From an optimization exercise on the open Yosys and OpenROAD flow, aimed at small area, a short achievable clock period and few clock cycles per item; shortcuts taken in it are not production practice. The RTL was checked by simulation tests, not by an equivalence proof against the original design.

main:
==> flow/design.v (excerpt) <==
module float64_mul (
        ap_clk,
        ap_rst,
        ap_start,
        ap_done,
        ap_idle,
        ap_ready,
        a,
        b,
        ap_return
);
Size in the first run: roughly 5100 cells after synthesis, roughly 210 flip-flops, ~200 I/O pins, roughly 42000 um2 of cells after synthesis.
Settings: LEC_CHECK=0, CAP_MARGIN=30, CORE_MARGIN=2, CORE_UTILIZATION=45, PLACE_DENSITY=0.65, SETUP_SLACK_MARGIN=2.5, SLEW_MARGIN=30; clock period 10.0 ns.
standard.sh (not shown) runs the stock make flow with config.mk's settings and CLKGATE_MAP_FILE= SYNTH_SCRIPT=/design/flow/synth_recipe.tcl, a recipe that flattens the netlist after the stock synthesis.
==> flow/flow/run.sh <==
#!/bin/bash
# The standard layout (the standard.sh, unchanged synthesis), except that the port
# buffers that global placement inserts on every input and output are plain
# sky130_fd_sc_hd__buf_4 cells instead of the delay buffers buffer_ports picks by default.
set -euo pipefail
export BUFFER_PORTS_ARGS="-buffer_cell sky130_fd_sc_hd__buf_4"
bash standard.sh finish > orfs_make.log 2>&1
Testbench counts of main, summed over its fixed seeds: cycles 9,600, items 2,400.
Modified inputs, the feature branch compared to main
Settings: swapping 45 for 40 in CORE_UTILIZATION; clearing PLACE_DENSITY, which used to be 0.65.
--- outcome ---
- Sort the feature branch and main by logic depth of the worst setup path including buffers, ascending, and main comes first.
- The feature branch vs main — global-route usage over all layers dropped 4.6 points.
- Area added between synthesis and finish in the feature branch is 1.3 points higher than in main
- Relative to main, the global-route wire length before repair measured on the feature branch has increased slightly.

* * *

== run 1 ==
float64_mul, a different RTL version from the one above (not shown whole).
Size in the first run: ~5200 cells after synthesis, about 200 I/O pins, about 0.042 mm2 of cells after synthesis.
Settings: LEC_CHECK=0, CAP_MARGIN=30, CORE_MARGIN=2, CORE_UTILIZATION=45, PLACE_DENSITY=0.65, SETUP_SLACK_MARGIN=2.5, SLEW_MARGIN=30; clock period 10.0 ns.
Scripts as last shown in full above: flow/flow/run.sh
Run 1 reached the end of the flow, and the finished layout is clean on the timing, DRC and antenna checks.
Testbench counts of run 1, summed over its fixed seeds: cycles 9,600, items 2,400.
Inputs modified between run 1 and run 2:
Settings: changing CORE_UTILIZATION from 45 to 40; removing PLACE_DENSITY (formerly 0.65).
--- outcome ---
[compare] base=run 1 new=run 2: effective utilization at floorplan saw a decrease, worst setup slack now smaller, standard cell area after detailed placement now sits higher, depth of the worst hold-timing path has remained practically unchanged, final worst-path cycle share climbed 0.56 points.
Run 2 ended with every stage complete and zero timing, DRC or antenna violations.
The higher area growth from synthesis to final layout came out of run 1.
The count of clock buffers in the final design in run 1 is 0.897 times that in run 2.
Looking at worst max-slew margin expressed relative to the limit across both flows, run 2 is the weaker of the two, with run 1 ahead.
The inputs of run 3 differ from those of run 2 as listed below.
Settings: CORE_UTILIZATION changed from 40 to 45.
### Flow results
- NOTE: average routed wire per standard cell in run 3 falls short of that of run 2
- Between run 2 and run 3, the difference in area of all placed cells without fillers is negligible.
- The number of antenna violations at the first check in global routing reported for run 3 is smaller than that of run 2 by 5.
diff inputs: run 3 => run 4
Settings: swapping 2.5 for 3.0 in SETUP_SLACK_MARGIN; swapping 45 for 40 in CORE_UTILIZATION.
Notes after the runs:
The area after detailed placement on run 4 is in line with that on run 3.
| multi-input logic cell count | run 3 vs run 4 | ≈ equal |
Between run 3 and run 4, the flow reports peak clock frequency supported by timing increasing by a few percent.
Cmp run 4 and run 3 / first-pass GRT wire length / lower: run 3
Between run 3 and run 4, the portion of the layout cell area used by clock cells figures differ only marginally.
Cmp run 4 vs run 3: maximum number of pins on one net before global-route repair lower in run 4
From run 3 to run 4 the numbers moved as follows: maximum cell stage delay along the critical path neither gained nor lost much, slew at the pin closest to its max-slew limit lost 120 ps, total wirelength of the detailed-routed design higher.
#### Input delta (run 5 over run 4)
Settings: swapping 30 for 25 in SLEW_MARGIN; swapping 40 for 45 in CORE_UTILIZATION; swapping 3.0 for 2.5 in SETUP_SLACK_MARGIN; swapping 30 for 25 in CAP_MARGIN.
==> flow/flow/run.sh <==
#!/bin/bash
# The standard layout (the standard.sh, unchanged synthesis), except that the port
# buffers that global placement inserts on every input and output are plain
# sky130_fd_sc_hd__buf_2 cells instead of the delay buffers buffer_ports picks by default.
set -euo pipefail
export BUFFER_PORTS_ARGS="-buffer_cell sky130_fd_sc_hd__buf_2"
bash standard.sh finish > orfs_make.log 2>&1
## What came out
Summary of run 5 over run 4: post-placement cell count went down by 2.1%; hold slack went up by 8.6 ps. Run 5 against run 4: cell count fell by 3.9%, total of clock buffers placed in the layout rose by 13, multi-input gate share of total cell area rose by 2.4 points, via count fell by 2.2%, final non-filler cell area fell by 7.0%.

==> port drivers added, routing unchanged <==
In the flow no input, the clock included, has a driving cell. The finished layouts below were timed again as built, in two steps. Step 1 (the two cells are an assumption about what drives the block):
set clk [get_ports {ap_clk}]
set_driving_cell -lib_cell sky130_fd_sc_hd__clkbuf_16 $clk
set_driving_cell -lib_cell sky130_fd_sc_hd__buf_2 [delete_from_list [all_inputs] $clk]
Step 2 adds t to the input delays and takes it off the output delays; t is the mean of the earliest and latest rising clock arrival at the registers after step 1. Input paths then give back, and output paths get back, about the clock's delay inside the block. Three values: no drivers, after step 1, after step 2; two values: the first two.
run | t, ns | setup slack, ns | worst setup path at the end
main | 0.643 | 2.409 / 2.350 / 2.019 | input to register
the feature branch | 0.677 | 2.474 / 2.406 / 2.205 | input to register
run 1 | 0.643 | 2.573 / 2.521 / 1.966 | input to register
run 2 | 0.631 | 2.517 / 2.461 / 2.075 | input to register
run 3 | 0.644 | 2.564 / 2.505 / 2.117 | input to register
run 4 | 0.645 | 2.721 / 2.661 / 2.367 | input to register
run 5 | 0.639 | 2.554 / 2.497 / 2.060 | input to register
After both steps setup and hold are still met in every run listed. For run 1, which loses most, drivers alone change the setup slack by -0.052 ns; drivers and shift together by -0.607 ns.
